Source: an optimization exercise on an open RTL-to-GDS flow (aim: small area, a short achievable clock period and few clock cycles). Production flows keep margins and buffers that such runs may drop. Only simulation tests tie the RTL to the original design; equivalence was not proved.

[design/flow/config.mk]
export PLATFORM = sky130hd
export DESIGN_NAME = mips16_core
export DESIGN_NICKNAME = mips16_core
export VERILOG_FILES = /design/flow/design.v
export SDC_FILE = /design/flow/constraint.sdc
export NUM_CORES = 4
export LEC_CHECK = 0
export CAP_MARGIN = 20
export CORE_MARGIN = 2
export CORE_UTILIZATION = 40
export SLEW_MARGIN = 20
[design/flow/constraint.sdc]
create_clock -name core_clock -period 44.0 [get_ports {clk}]
set_input_delay 8.8000 -clock core_clock [delete_from_list [all_inputs] [get_ports {clk}]]
set_output_delay 8.8000 -clock core_clock [all_outputs]
set_load 0.01 [all_outputs]
[design/flow/design.v]
module MUX2(
	input [15:0] Ain,  
	input [15:0] Bin,
	input Select,  
	output [15:0] Output  
	);
	assign Output = (Select == 1'b0)? Ain : Bin;
endmodule
module MUX3(
	input [15:0] Ain,  
	input [15:0] Bin,
	input [15:0] Cin,
	input [1:0] Select,  
	output reg [15:0] Output
	);
	always @(*)
	begin
		case (Select)
		2'b00: Output = Ain;
		2'b01: Output = Bin;
		2'b10: Output = Cin;
		2'b11: Output = 16'd0;  
		endcase
	end
endmodule
module MUX4(
	input [15:0] Ain,  
	input [15:0] Bin,
	input [15:0] Cin,
	input [15:0] Din,
	input [1:0] Select,  
	output reg [15:0] Output
	);
	always @(*)
	begin
		case (Select)
		2'b00: Output = Ain;
		2'b01: Output = Bin;
		2'b10: Output = Cin;
		2'b11: Output = Din;
		endcase
	end
endmodule
module ALU(
	input [15:0] Ain,  
	input [15:0] Bin,  
	input [3:0] MODE,  
	output reg [15:0] ALUout,  
	output FLAGzero  
	);
	always @(*)  
	begin
		case (MODE)  
			4'b0000: ALUout = 16'd0;		 
			4'b0001: ALUout = Ain + Bin;	 
			4'b0010: ALUout = Ain - Bin;	 
			4'b0011: ALUout = Ain & Bin;	 
			4'b0100: ALUout = Ain | Bin;	 
			4'b0101: ALUout = Ain ^ Bin;	 
			4'b0110: ALUout = ~Ain;			 
			4'b0111: ALUout = Ain * Bin;	 
			4'b1000: ALUout = (Bin == 16'd0) ? 16'hFFFF : Ain / Bin;	 
			4'b1001: ALUout = (Bin == 16'd0) ? Ain : Ain % Bin;	 
			4'b1010: ALUout = Ain<<Bin;	 
			4'b1011: ALUout = Ain>>Bin;	 
			4'b1100: ALUout = Ain;			 
			4'b1101: ALUout = Bin;			 
			4'b1110: begin if (Ain != Bin) ALUout = 16'd1;	 
							else ALUout = 16'd0;
							end
			4'b1111: begin if (Ain < Bin) ALUout = 16'd1;		 
							else ALUout = 16'd0;
							end
		endcase
	end
	assign FLAGzero = (ALUout == 16'd0) ? 1'b1: 1'b0;	 
endmodule
module CTRLUNIT(
	input [15:0] Instruction,  
	input ZFlag,  
	output reg JFlag,  
	output reg RamWriteEN,  
	output reg [9:0] RamAddr,
	output reg [3:0] ALUCtrl,  
	output reg RegWriteEN,
	output reg [4:0] RegWriteAddr,
	output reg [4:0] RegAddrA,  
	output reg [4:0] RegAddrB,
	output reg [9:0] Immediate,  
	output reg [1:0] MuxA,  
	output reg [1:0] MuxB,
	output reg [1:0] MuxC
	);
	wire [5:0] Opcode;
	wire [9:0] Address;
	wire [4:0] AddressA, AddressB;
	assign Opcode = Instruction[15:10];  
	assign Address = Instruction[9:0];  
	assign AddressA = Address[9:5];  
	assign AddressB = Address[4:0];  
	always @(*)
	begin
		case (Opcode)
		6'b000000: begin  
					RamWriteEN 		= 1'b0;
					RegWriteEN 		= 1'b0;
					MuxA 				= 1'b00;
					MuxB 				= 2'b00;
					MuxC				= 2'b00;
					RamAddr 			= 10'b0000000000;
					RegWriteAddr 	= 5'b00000;
					RegAddrA 		= 5'b00000;
					RegAddrB 		= 5'b00000;
					JFlag				= 1'b0;
					ALUCtrl			= 4'b0000;
					Immediate		= 10'b0000000000;
					end
		6'b000001: begin  
					RamWriteEN 		= 1'b0;
					RegWriteEN 		= 1'b1;
					MuxA 				= 1'b00;
					MuxB 				= 2'b01;
					MuxC				= 2'b01;
					RamAddr 			= Address;
					RegWriteAddr 	= 5'b00001;
					RegAddrA 		= 5'b00000;
					RegAddrB 		= 5'b00000;
					JFlag				= 1'b0;
					ALUCtrl			= 4'b1101;
					Immediate		= 10'b0000000000;
					end
		6'b000010: begin  
					RamWriteEN 		= 1'b1;
					RegWriteEN 		= 1'b0;
					MuxA 				= 1'b00;
					MuxB 				= 2'b00;
					MuxC				= 2'b01;
					RamAddr 			= Address;
					RegWriteAddr 	= 5'b00000;
					RegAddrA 		= 5'b00000;
					RegAddrB 		= 5'b00001;
					JFlag				= 1'b0;
					ALUCtrl			= 4'b0000;
					Immediate		= 10'b0000000000;
					end
		6'b000011: begin  
					RamWriteEN 		= 1'b0;
					RegWriteEN 		= 1'b1;
					MuxA 				= 1'b00;
					MuxB 				= 2'b00;
					MuxC				= 2'b00;
					RamAddr 			= 10'b0000000000;
					RegWriteAddr 	= AddressB;
					RegAddrA 		= AddressA;
					RegAddrB 		= 5'b00000;
					JFlag				= 1'b0;
					ALUCtrl			= 4'b1100;
					Immediate		= 10'b0000000000;
					end
		6'b000100: begin  
					RamWriteEN 		= 1'b0;
					RegWriteEN 		= 1'b0;
					MuxA 				= 1'b00;
					MuxB 				= 2'b10;  
					MuxC				= 2'b00;
					RamAddr 			= 10'b0000000000;
					RegWriteAddr 	= 5'b00000;
					RegAddrA 		= 5'b00001;  
					RegAddrB 		= 5'b00000;
					JFlag				= ~ZFlag;  
					ALUCtrl			= 4'b1100;  
					Immediate		= Address;  
					end
		6'b000101: begin  
					RamWriteEN 		= 1'b0;
					RegWriteEN 		= 1'b0;
					MuxA 				= 1'b00;
					MuxB 				= 2'b10;
					MuxC				= 2'b00;
					RamAddr 			= 10'b0000000000;
					RegWriteAddr 	= 5'b00000;
					RegAddrA 		= 5'b00001;
					RegAddrB 		= 5'b00000;
					JFlag				= ZFlag;
					ALUCtrl			= 4'b1100;
					Immediate		= Address;
					end
		6'b000110: begin  
					RamWriteEN 		= 1'b0;
					RegWriteEN 		= 1'b0;
					MuxA 				= 1'b00;
					MuxB 				= 2'b10;
					MuxC				= 2'b00;
					RamAddr 			= 10'b0000000000;
					RegWriteAddr 	= 5'b00000;
					RegAddrA 		= 5'b00000;
					RegAddrB 		= 5'b00000;
					JFlag				= 1'b1;
					ALUCtrl			= 4'b0000;
					Immediate		= Address;
					end
		6'b000111: begin  
					RamWriteEN 		= 1'b0;
					RegWriteEN 		= 1'b1;	 
					MuxA 				= 1'b01;	 
					MuxB 				= 2'b10;  
					MuxC				= 2'b00;
					RamAddr 			= 10'b0000000000;
					RegWriteAddr 	= AddressA;
					RegAddrA 		= 5'b00000;
					RegAddrB 		= 5'b00000;
					JFlag				= 1'b0;  
					ALUCtrl			= 4'b1100;	 
					Immediate		= 10'b0000000000;
					end
		6'b001000: begin  
					RamWriteEN 		= 1'b0;
					RegWriteEN 		= 1'b0;
					MuxA 				= 1'b00;
					MuxB 				= 2'b00;  
					MuxC				= 2'b00;
					RamAddr 			= 10'b0000000000;
					RegWriteAddr 	= 5'b00000;
					RegAddrA 		= 5'b00000;
					RegAddrB 		= AddressA;  
					JFlag				= 1'b1;  
					ALUCtrl			= 4'b0000;
					Immediate		= 10'b0000000000;
					end
		6'b001001: begin  
					RamWriteEN 		= 1'b0;
					RegWriteEN 		= 1'b1;  
					MuxA 				= 1'b00;
					MuxB 				= 2'b00;
					MuxC				= 2'b00;
					RamAddr 			= 10'b0000000000;
					RegWriteAddr 	= 5'b00001;  
					RegAddrA 		= AddressA;  
					RegAddrB 		= AddressB;  
					JFlag				= 1'b0;
					ALUCtrl			= 4'b1111;  
					Immediate		= 10'b0000000000;
					end
		6'b001010: begin  
					RamWriteEN 		= 1'b0;
					RegWriteEN 		= 1'b1;  
					MuxA 				= 1'b00;
					MuxB 				= 2'b10;  
					MuxC				= 2'b00;
					RamAddr 			= 10'b0000000000;
					RegWriteAddr 	= 5'b00001;  
					RegAddrA 		= AddressA;  
					RegAddrB 		= 5'b00000;
					JFlag				= 1'b0;
					ALUCtrl			= 4'b1111;  
					Immediate		= {5'b00000, AddressB};
					end
		6'b001011: begin  
					RamWriteEN 		= 1'b0;
					RegWriteEN 		= 1'b1;  
					MuxA 				= 1'b00;
					MuxB 				= 2'b00;
					MuxC				= 2'b00;
					RamAddr 			= 10'b0000000000;
					RegWriteAddr 	= 5'b00001;  
					RegAddrA 		= AddressA;  
					RegAddrB 		= AddressB;  
					JFlag				= 1'b0;
					ALUCtrl			= 4'b1110;  
					Immediate		= 10'b0000000000;
					end
		6'b001100: begin  
					RamWriteEN 		= 1'b0;
					RegWriteEN 		= 1'b1;  
					MuxA 				= 1'b00;
					MuxB 				= 2'b10;  
					MuxC				= 2'b00;
					RamAddr 			= 10'b0000000000;
					RegWriteAddr 	= 5'b00001;  
					RegAddrA 		= AddressA;  
					RegAddrB 		= 5'b00000;
					JFlag				= 1'b0;
					ALUCtrl			= 4'b1110;  
					Immediate		= {5'b00000, AddressB};
					end
		6'b001101: begin  
					RamWriteEN 		= 1'b0;
					RegWriteEN 		= 1'b1;  
					MuxA 				= 1'b00;
					MuxB 				= 2'b10;  
					MuxC				= 2'b00;
					RamAddr 			= 10'b0000000000;
					RegWriteAddr 	= 5'b00001;  
					RegAddrA 		= 5'b00000;
					RegAddrB 		= 5'b00000;
					JFlag				= 1'b0;
					ALUCtrl			= 4'b1101;
					Immediate		= Address;  
					end
		6'b001110: begin  
					RamWriteEN 		= 1'b0;
					RegWriteEN 		= 1'b1;
					MuxA 				= 1'b00;
					MuxB 				= 2'b00;
					MuxC				= 2'b00;
					RamAddr 			= 10'b0000000000;
					RegWriteAddr 	= 5'b00001;
					RegAddrA 		= AddressA;
					RegAddrB 		= AddressB;
					JFlag				= 1'b0;
					ALUCtrl			= 4'b1010;  
					Immediate		= 10'b0000000000;
					end
		6'b001111: begin  
					RamWriteEN 		= 1'b0;
					RegWriteEN 		= 1'b1;
					MuxA 				= 1'b00;
					MuxB 				= 2'b00;
					MuxC				= 2'b00;
					RamAddr 			= 10'b0000000000;
					RegWriteAddr 	= 5'b00001;
					RegAddrA 		= AddressA;
					RegAddrB 		= AddressB;
					JFlag				= 1'b0;
					ALUCtrl			= 4'b1011;  
					Immediate		= 10'b0000000000;
					end
		6'b010000: begin  
					RamWriteEN 		= 1'b0;
					RegWriteEN 		= 1'b1;
					MuxA 				= 1'b00;
					MuxB 				= 2'b00;
					MuxC				= 2'b00;
					RamAddr 			= 10'b0000000000;
					RegWriteAddr 	= 5'b00001;
					RegAddrA 		= AddressA;
					RegAddrB 		= AddressB;
					JFlag				= 1'b0;
					ALUCtrl			= 4'b0001;
					Immediate		= 10'b0000000000;
					end
		6'b010001: begin  
					RamWriteEN 		= 1'b0;
					RegWriteEN 		= 1'b1;
					MuxA 				= 1'b00;
					MuxB 				= 2'b00;
					MuxC				= 2'b00;
					RamAddr 			= 10'b0000000000;
					RegWriteAddr 	= 5'b00001;
					RegAddrA 		= AddressA;
					RegAddrB 		= AddressB;
					JFlag				= 1'b0;
					ALUCtrl			= 4'b0010;
					Immediate		= 10'b0000000000;
					end
		6'b010010: begin  
					RamWriteEN 		= 1'b0;
					RegWriteEN 		= 1'b1;
					MuxA 				= 1'b00;
					MuxB 				= 2'b00;
					MuxC				= 2'b00;
					RamAddr 			= 10'b0000000000;
					RegWriteAddr 	= 5'b00001;
					RegAddrA 		= AddressA;
					RegAddrB 		= AddressB;
					JFlag				= 1'b0;
					ALUCtrl			= 4'b0111;
					Immediate		= 10'b0000000000;
					end
		6'b010011: begin  
					RamWriteEN 		= 1'b0;
					RegWriteEN 		= 1'b1;
					MuxA 				= 1'b00;
					MuxB 				= 2'b00;
					MuxC				= 2'b00;
					RamAddr 			= 10'b0000000000;
					RegWriteAddr 	= 5'b00001;
					RegAddrA 		= AddressA;
					RegAddrB 		= AddressB;
					JFlag				= 1'b0;
					ALUCtrl			= 4'b1000;
					Immediate		= 10'b0000000000;
					end
		6'b010100: begin  
					RamWriteEN 		= 1'b0;
					RegWriteEN 		= 1'b1;
					MuxA 				= 1'b00;
					MuxB 				= 2'b00;
					MuxC				= 2'b00;
					RamAddr 			= 10'b0000000000;
					RegWriteAddr 	= 5'b00001;
					RegAddrA 		= AddressA;
					RegAddrB 		= AddressB;
					JFlag				= 1'b0;
					ALUCtrl			= 4'b1001;
					Immediate		= 10'b0000000000;
					end
		6'b010101: begin  
					RamWriteEN 		= 1'b0;
					RegWriteEN 		= 1'b1;
					MuxA 				= 1'b00;
					MuxB 				= 2'b10;
					MuxC				= 2'b00;
					RamAddr 			= 10'b0000000000;
					RegWriteAddr 	= 5'b00001;
					RegAddrA 		= AddressA;
					RegAddrB 		= 5'b00000;
					JFlag				= 1'b0;
					ALUCtrl			= 4'b0001;
					Immediate		= {5'b00000, AddressB};
					end
		6'b010110: begin  
					RamWriteEN 		= 1'b0;
					RegWriteEN 		= 1'b1;
					MuxA 				= 1'b00;
					MuxB 				= 2'b10;
					MuxC				= 2'b00;
					RamAddr 			= 10'b0000000000;
					RegWriteAddr 	= 5'b00001;
					RegAddrA 		= AddressA;
					RegAddrB 		= 5'b00000;
					JFlag				= 1'b0;
					ALUCtrl			= 4'b0010;
					Immediate		= {5'b00000, AddressB};
					end
		6'b010111: begin  
					RamWriteEN 		= 1'b0;
					RegWriteEN 		= 1'b1;
					MuxA 				= 1'b00;
					MuxB 				= 2'b10;
					MuxC				= 2'b00;
					RamAddr 			= 10'b0000000000;
					RegWriteAddr 	= 5'b00001;
					RegAddrA 		= AddressA;
					RegAddrB 		= 5'b00000;
					JFlag				= 1'b0;
					ALUCtrl			= 4'b0111;
					Immediate		= {5'b00000, AddressB};
					end
		6'b011000: begin  
					RamWriteEN 		= 1'b0;
					RegWriteEN 		= 1'b1;
					MuxA 				= 1'b00;
					MuxB 				= 2'b10;
					MuxC				= 2'b00;
					RamAddr 			= 10'b0000000000;
					RegWriteAddr 	= 5'b00001;
					RegAddrA 		= AddressA;
					RegAddrB 		= 5'b00000;
					JFlag				= 1'b0;
					ALUCtrl			= 4'b1000;
					Immediate		= {5'b00000, AddressB};
					end
		6'b011001: begin  
					RamWriteEN 		= 1'b0;
					RegWriteEN 		= 1'b1;
					MuxA 				= 1'b00;
					MuxB 				= 2'b10;
					MuxC				= 2'b00;
					RamAddr 			= 10'b0000000000;
					RegWriteAddr 	= 5'b00001;
					RegAddrA 		= AddressA;
					RegAddrB 		= 5'b00000;
					JFlag				= 1'b0;
					ALUCtrl			= 4'b1001;
					Immediate		= {5'b00000, AddressB};
					end
		6'b011010: begin  
					RamWriteEN 		= 1'b0;
					RegWriteEN 		= 1'b1;
					MuxA 				= 1'b00;
					MuxB 				= 2'b00;
					MuxC				= 2'b00;
					RamAddr 			= 10'b0000000000;
					RegWriteAddr 	= AddressB;
					RegAddrA 		= AddressA;
					RegAddrB 		= 5'b00000;
					JFlag				= 1'b0;
					ALUCtrl			= 4'b0110;
					Immediate		= 10'b0000000000;
					end
		6'b011011: begin  
					RamWriteEN 		= 1'b0;
					RegWriteEN 		= 1'b1;
					MuxA 				= 1'b00;
					MuxB 				= 2'b00;
					MuxC				= 2'b00;
					RamAddr 			= 10'b0000000000;
					RegWriteAddr 	= 5'b00001;
					RegAddrA 		= AddressA;
					RegAddrB 		= AddressB;
					JFlag				= 1'b0;
					ALUCtrl			= 4'b0101;
					Immediate		= 10'b0000000000;
					end
		6'b011100: begin  
					RamWriteEN 		= 1'b0;
					RegWriteEN 		= 1'b1;
					MuxA 				= 1'b00;
					MuxB 				= 2'b00;
					MuxC				= 2'b00;
					RamAddr 			= 10'b0000000000;
					RegWriteAddr 	= 5'b00001;
					RegAddrA 		= AddressA;
					RegAddrB 		= AddressB;
					JFlag				= 1'b0;
					ALUCtrl			= 4'b0100;
					Immediate		= 10'b0000000000;
					end
		6'b011101: begin  
					RamWriteEN 		= 1'b0;
					RegWriteEN 		= 1'b1;
					MuxA 				= 1'b00;
					MuxB 				= 2'b00;
					MuxC				= 2'b00;
					RamAddr 			= 10'b0000000000;
					RegWriteAddr 	= 5'b00001;
					RegAddrA 		= AddressA;
					RegAddrB 		= AddressB;
					JFlag				= 1'b0;
					ALUCtrl			= 4'b0011;
					Immediate		= 10'b0000000000;
					end
		6'b011110: begin  
					RamWriteEN 		= 1'b0;
					RegWriteEN 		= 1'b1;
					MuxA 				= 1'b00;
					MuxB 				= 2'b01;  
					MuxC				= 2'b10;  
					RamAddr 			= 10'b0000000000;
					RegWriteAddr 	= AddressB;
					RegAddrA 		= AddressA;  
					RegAddrB 		= 5'b00000;
					JFlag				= 1'b0;
					ALUCtrl			= 4'b1101;  
					Immediate		= 10'b0000000000;
					end
		6'b011111: begin  
					RamWriteEN 		= 1'b1;  
					RegWriteEN 		= 1'b0;
					MuxA 				= 1'b00;  
					MuxB 				= 2'b00;
					MuxC				= 2'b10;  
					RamAddr 			= 10'b0000000000;
					RegWriteAddr 	= 5'b00000;
					RegAddrA 		= AddressB;  
					RegAddrB 		= AddressA;  
					JFlag				= 1'b0;
					ALUCtrl			= 4'b0000;
					Immediate		= 10'b0000000000;
					end
		6'b100000: begin  
					RamWriteEN 		= 1'b0;  
					RegWriteEN 		= 1'b1;
					MuxA 				= 2'b10;  
					MuxB 				= 2'b00;
					MuxC				= 2'b10;  
					RamAddr 			= 10'b0000000000;
					RegWriteAddr 	= AddressA;
					RegAddrA 		= 5'b00000;  
					RegAddrB 		= 5'b00000;  
					JFlag				= 1'b0;
					ALUCtrl			= 4'b1100;
					Immediate		= 10'b0000000000;
					end
		6'b100001: begin  
					RamWriteEN 		= 1'b0;
					RegWriteEN 		= 1'b1;
					MuxA 				= 1'b00;
					MuxB 				= 2'b10;
					MuxC				= 2'b00;
					RamAddr 			= 10'b0000000000;
					RegWriteAddr 	= 5'b00001;
					RegAddrA 		= AddressA;
					RegAddrB 		= 5'b00000;
					JFlag				= 1'b0;
					ALUCtrl			= 4'b1010;  
					Immediate		= AddressB;
				end
		6'b100010: begin  
					RamWriteEN 		= 1'b0;
					RegWriteEN 		= 1'b1;
					MuxA 				= 1'b00;
					MuxB 				= 2'b10;
					MuxC				= 2'b00;
					RamAddr 			= 10'b0000000000;
					RegWriteAddr 	= 5'b00001;
					RegAddrA 		= AddressA;
					RegAddrB 		= 5'b00000;
					JFlag				= 1'b0;
					ALUCtrl			= 4'b1011;  
					Immediate		= AddressB;
				end
		default: begin  
					RamWriteEN 		= 1'b0;
					RegWriteEN 		= 1'b0;
					MuxA 				= 1'b00;
					MuxB 				= 2'b00;
					MuxC				= 2'b00;
					RamAddr 			= 10'b0000000000;
					RegWriteAddr 	= 5'b00000;
					RegAddrA 		= 5'b00000;
					RegAddrB 		= 5'b00000;
					JFlag				= 1'b0;
					ALUCtrl			= 4'b0000;
					Immediate		= 10'b0000000000;
					end
		endcase
	end
endmodule
module REGFILE(
	input clk,  
	input En,  
	input Reset,  
	input Write,  
	input [4:0] Waddr,  
	input [15:0] Wdata,  
	input [4:0] Aaddr,  
	output [15:0] Adata,  
	input [4:0] Baddr,
	output [15:0] Bdata
	);
	integer i;
	reg [15:0] register[31:0];
	always @(posedge clk)
	begin
		if (Reset == 1'b1) begin
			for(i = 0; i < 32; i = i + 1) begin  
				register[i] <= 16'd0;
			end
		end
		else if (En == 1'b1 && Write == 1'b1) begin
			register[Waddr] <= Wdata;  
		end
	end
	assign Adata = (Aaddr == 0)? 16'd0 : register[Aaddr];
	assign Bdata = (Baddr == 0)? 16'd0 : register[Baddr];
endmodule
module PCOUNTER(
	input clk,  
	input En,  
	input [9:0] Jaddr,  
	input Jflag,  
	output reg [9:0] Caddr,  
	input Clear  
	);
	always @(posedge clk)
	begin
		if (Clear == 1'b1) begin  
			Caddr <= 10'd0;
		end
		else if (En == 1'b1) begin
			if(Jflag == 1'b1) begin  
				Caddr <= Jaddr;
			end
			else begin
				Caddr <= Caddr + 1'b1;  
			end
		end
	end
endmodule
module microcounter(
	input clk,  
	input Clear,  
	output reg [1:0] count  
	);
	always @(posedge clk)
	begin
		if (Clear == 1'b1) begin
			count <= 2'b00;
		end
		else if (count == 2'b11) begin
			count <= 2'b00;
		end
		else begin
			count <= count + 1'b1;
		end
	end
endmodule
module mips16_core(
	input clk,
	input rst,  
	output [9:0] imem_addr,
	input [15:0] imem_rdata,
	output [9:0] dmem_addr,
	output dmem_we,
	output [15:0] dmem_wdata,
	input [15:0] dmem_rdata,
	input [15:0] in_data,
	output rf_we,
	output [4:0] rf_waddr,
	output [15:0] rf_wdata
	);
	wire ramWriteEN, regWriteEN, ZFlag, JFlag;
	wire [1:0] selA, selB, selC;
	wire [15:0] muxAout, muxBout, muxCout;
	wire [9:0] Caddr, ramAddress;
	wire [15:0] Instruction;
	wire [15:0] regAdata, regBdata;
	wire [3:0] ALUop;
	wire [15:0] ALUout;
	wire [9:0] Immediate;
	wire [15:0] ramBdata;
	wire [4:0] regAread, regBread, regwrite;
	wire [1:0] microcount;
	microcounter micro(.clk(clk), .Clear(rst), .count(microcount));
	wire ramclk = (microcount == 2'b00);  
	wire regclk = (microcount == 2'b01);  
	wire instrclk = (microcount == 2'b10);  
	PCOUNTER programcounter(
		.clk(clk),
		.En(instrclk),
		.Jaddr(muxBout[9:0]),  
		.Jflag(JFlag),
		.Caddr(Caddr),
		.Clear(rst)
		);
	assign imem_addr = Caddr;
	assign Instruction = imem_rdata;
	CTRLUNIT controlunit(
		.Instruction(Instruction),  
		.ZFlag(ZFlag),  
		.JFlag(JFlag),
		.RamWriteEN(ramWriteEN),
		.RamAddr(ramAddress),
		.ALUCtrl(ALUop),
		.RegWriteEN(regWriteEN),
		.RegWriteAddr(regwrite),
		.RegAddrA(regAread),
		.RegAddrB(regBread),
		.Immediate(Immediate),
		.MuxA(selA),
		.MuxB(selB),
		.MuxC(selC)
		);
	MUX3 muxA(
		.Ain(regAdata),
		.Bin({6'd0, Caddr}),
		.Cin(in_data),
		.Select(selA),
		.Output(muxAout)
		);
	MUX3 muxB(
		.Ain(regBdata),
		.Bin(ramBdata),
		.Cin({6'd0, Immediate}),
		.Select(selB),
		.Output(muxBout)
		);
	MUX3 muxC(
		.Ain({6'd0, Caddr}),
		.Bin({6'd0, ramAddress}),
		.Cin(muxAout),
		.Select(selC),
		.Output(muxCout)
		);
	ALU arithmaticlogic(
		.Ain(muxAout),  
		.Bin(muxBout),  
		.MODE(ALUop),  
		.ALUout(ALUout),
		.FLAGzero(ZFlag)
		);
	REGFILE registers(
		.clk(clk),
		.En(regclk),
		.Reset(rst),
		.Write(regWriteEN),
		.Waddr(regwrite),
		.Wdata(ALUout),
		.Aaddr(regAread),
		.Adata(regAdata),  
		.Baddr(regBread),
		.Bdata(regBdata)  
		);
	assign dmem_addr = muxCout[9:0];
	assign dmem_we = ramclk & ramWriteEN;
	assign dmem_wdata = regBdata;
	assign ramBdata = dmem_rdata;
	reg rf_we_q;
	reg [4:0] rf_waddr_q;
	reg [15:0] rf_wdata_q;
	always @(posedge clk)
	begin
		if (rst == 1'b1) begin
			rf_we_q <= 1'b0;
		end
		else begin
			rf_we_q <= regclk & regWriteEN;
		end
		if (regclk == 1'b1) begin
			rf_waddr_q <= regwrite;
			rf_wdata_q <= ALUout;
		end
	end
	assign rf_we = rf_we_q;
	assign rf_waddr = rf_waddr_q;
	assign rf_wdata = rf_wdata_q;
endmodule
[design/flow/run.sh]
#!/bin/bash
# synth_recipe.tcl (not shown) runs the flow's synth.tcl, then flattens the netlist and writes it again
# the make line also repeats each setting of config.mk as NAME=value (left out here)
make -C /OpenROAD-flow-scripts/flow DESIGN_CONFIG=/design/flow/config.mk WORK_HOME=/design/flow/orfs CLKGATE_MAP_FILE= SYNTH_SCRIPT=/design/flow/synth_recipe.tcl finish
==> results.yml <==
clocking:
  cts-root-buf: "clkbuf_16"
  h-tree-depth: 2
  cts.clk_slew.worst_paths_ns: 0.07
  cts_buffer_depth: 3
  ctsHoldBuffers: 0
  clock_latency_ns: 0.68
  cts_buffers: 58
  cts_tree: "yes"
  cts.sinks: 546
route:
  remaining_drc_errors: 0
  drtIter0Drc: 8943
  routed_via_density: 6.51
  antenna_left: 0
  wl_per_cell_um: 33.1
  via_count: 52100
  wl_mm: 265
  drt_first_pass_iters: 7
setup_path:
  crit_path_top_delay_cell: "or4b_2"
  r2r_slack_ns: 10.55
  rr_endpoint: "programcounter.Caddr[3]$_SDFFE_PP0N_"
  crit_type: "primary input to register"
  cp.arrival_ns: 43.36
  endpoint_kind: "register"
  crit_path_max_fanout: 16
  cp_common_cell: "o21a_1"
  startpoint_type: "primary input"
  path_delay_family: "compound AO/OA/AOI/OAI gates"
  r2r_cells: 178
  slowest_delay_ns: 0.60
  cp_num_buf_inv: 28
  crit_required_ns: 44.57
  r2r-start: "registers.register[25][12]$_SDFFCE_PN0P_"
timing:
  period_needed_ns: 42.79
  hold_viol_final: 0
  fin_hold_ws_ns: 0.502
  fmax_mhz: 23.4
  slew_headroom: 0.133
  slew_violations: 0
  fin_tns_setup_ns: 0
  setup_viol: 0
  tightest_slew_ns: 1.30
  min_period_over_period: 0.973
  fin_skew_ns: 0.0452
worst_hold_path:
  hold_path_class: "register to register"
  min_from: "micro.count[0]$_SDFF_PP0_"
  whs_endpoint: "micro.count[0]$_SDFF_PP0_"
  hold_depth: 1
logic_synthesis:
  synth_seq_area_share: 0.344
  synthArstFlopShare: 0
  syn-cell-area_um2: 47200
  yosys_warnings: 7
  synth_ff_type: "edfxtp_1"
  synthCells: 5544
  yosys_register_bits: 546
  yosysTopAreaCell: "edfxtp_1"
  synth.most_common_cell: "nor2_1"
  synth_edf_count: 533
  synthesis.nets: 5919
  yosysUniqueCellTypes: 109
  avgSynthCellArea_um2: 8.52
  yosys-top-cells-area: "edfxtp_1, nor2_1, ha_1"
  synth_top_cells_by_count: "nor2_1, nand2_1, edfxtp_1, a21oi_1, clkbuf_1"
  yosysTopAreaCellShare: 0.339
place:
  place_congestion: 1.09
  numPortBuffers: 108
  hpwl_mm: 197
die:
  io_pins: 109
  num_rows: 126
  dieHeight_um: 348
  start_util: 0.402
  dieArea_um2: 121000
  core_area_um2: 118000
  die_x_um: 348
layout:
  fin_nets: 6788
  drive_gt1_frac: 0.238
  area_delta_synth_final_pct: 28.5
  nFillCells: 11100
  fin_util: 0.516
global_route:
  grt_first_pass_wirelength_mm: 366
  grt_usage: 0.422
  grt_pass1_vias: 48400
  antenna_found_initial: 24
  grt_overflow: 0
  grt_max_degree: 55
run:
  drv_cap: 0
outcome:
  status: "finished clean"
-- sequential cells by signal, indices dropped and copies added (netlist names) --
register,flops
rf_wdata_q,16
registers.register,512
rf_we_q,1
micro.count,2
programcounter.Caddr,10
rf_waddr_q,5
-- how the worst max path moves through the flow --
| stage | start | endpoint | slack, ns | cells after the start |
|---|---|---|---|---|
| final | imem_rdata[14] | programcounter.Caddr[3]$_SDFFE_PP0N_ | 1.21 | 187 |
| after global placement | imem_rdata[12] | programcounter.Caddr[3]$_SDFFE_PP0N_ | -0.75 | 184 |
| after floorplan | imem_rdata[12] | programcounter.Caddr[3]$_SDFFE_PP0N_ | 0.02 | 186 |
| after CTS | imem_rdata[12] | programcounter.Caddr[3]$_SDFFE_PP0N_ | 0.01 | 192 |
| after global routing | imem_rdata[12] | programcounter.Caddr[0]$_SDFFE_PP0N_ | -0.26 | 190 |
| after detailed placement | imem_rdata[12] | programcounter.Caddr[3]$_SDFFE_PP0N_ | -1.69 | 193 |
-- cells by family (layout without fill, tap and decap cells) --
| family | Yosys count | in the layout | share of synthesized area |
|---|---|---|---|
| other | 0 | 2 | 0 |
| flip-flops | 546 | 546 | 0.344 |
| multiplexers | 259 | 259 | 0.0557 |
| AND/OR/NAND/NOR | 2282 | 2282 | 0.218 |
| adder cells (fa/ha/maj) | 325 | 325 | 0.0993 |
| buffers and inverters | 661 | 1576 | 0.0598 |
| XOR/XNOR | 110 | 110 | 0.0210 |
| AO/OA/AOI/OAI | 1361 | 1361 | 0.202 |
-- metal layers --
metal,share of wire,global-route usage,vias to the layer above
met5,0.00052,0,-
met4,0.057,0.192,20
met3,0.16,0.183,755
met2,0.38,0.569,4060
met1,0.39,0.575,25200
li1,-,-,22000
-- metrics by stage --
step,instances,setup WS (ns),cell area (um2)
CTS,7938,0.0114,59300
global route,7995,-0.261,60700
finish,7997,1.21,60700
global placement,7827,-0.751,57000
floorplan,5544,0.0188,47400
detailed placement,7828,-1.69,57000
-- what timing repair did --
action                                  4_1_cts  5_1_grt
pin swaps                                     8      110
endpoints found under the setup margin      236      538
cloned                                        0        4
resized for setup                            39      217
setup buffers                                 4       53
-- layout make-up --
type,count,area [um2],share of cell area
Antenna cell,2,5.00,0.0000824
Clock buffer,68,1510,0.0249
Clock inverter,38,564,0.00929
Inverter,250,938,0.0155
Multi-Input combinational cell,4337,29600,0.487
Sequential cell,546,16300,0.268
Tap cell,1536,1920,0.0316
Timing Repair Buffer,1220,9940,0.164
-- worst reg2reg max path, delay by kind of cell, from the launching register on --
family	cells	cell delay, ns
AO/OA/AOI/OAI	85	15.61
AND/OR/NAND/NOR	53	9.81
adder cells (fa/ha/maj)	15	4.09
buffers and inverters	21	2.48
multiplexers	4	0.91
flip-flops	1	0.42
-- cells in the final DEF, fill, tap and decap left out, types with 35 or more instances in the layout --
master / n
a221oi_1: 43
fa_1: 83
xnor2_1: 67
a22oi_1: 55
nand3_1: 147
nand2_1: 695
ha_1: 230
nor2_1: 821
clkdlybuf4s50_1: 101
a211oi_1: 86
a31oi_1: 61
inv_1: 227
a21oi_1: 270
nand4_1: 51
nor2b_1: 36
mux2i_1: 223
a21o_1: 52
buf_4: 1055
and2_1: 35
edfxtp_1: 533
o21ai_0: 175
o21a_1: 47
nor3_1: 116
nand2b_1: 58
o211ai_1: 46
and3_1: 82
a32oi_1: 44
o22ai_1: 52
xor2_1: 41
clkbuf_16: 62
Testbench counts, summed over its fixed seeds: cycles 89,440.

-- separate check: timing with driven ports --
In the flow no input, the clock included, has a driving cell. The finished layout below was timed again as built, in two steps. Step 1 (the two cells are an assumption about what drives the block):
set clk [get_ports {clk}]
set_driving_cell -lib_cell sky130_fd_sc_hd__clkbuf_16 $clk
set_driving_cell -lib_cell sky130_fd_sc_hd__buf_2 [delete_from_list [all_inputs] $clk]
Step 2 also shifts input and output timing later by t, the mid clock arrival at the registers, as if the neighbouring blocks saw the same clock. Slacks: ideal / step 1 / step 2; pairs: ideal / step 1.
shift t [ns]: 0.746
slack for setup (ns): 1.207 / 1.276 / 0.530
latest minus earliest clock arrival (ns): 0.045 / 0.045
worst data-port slew with drivers (ns): 0.06
cell pins on the clock port's net: 1
After both steps this run still meets setup and hold. The setup slack of this run moves by +0.069 ns with the drivers and by -0.677 ns with both steps.
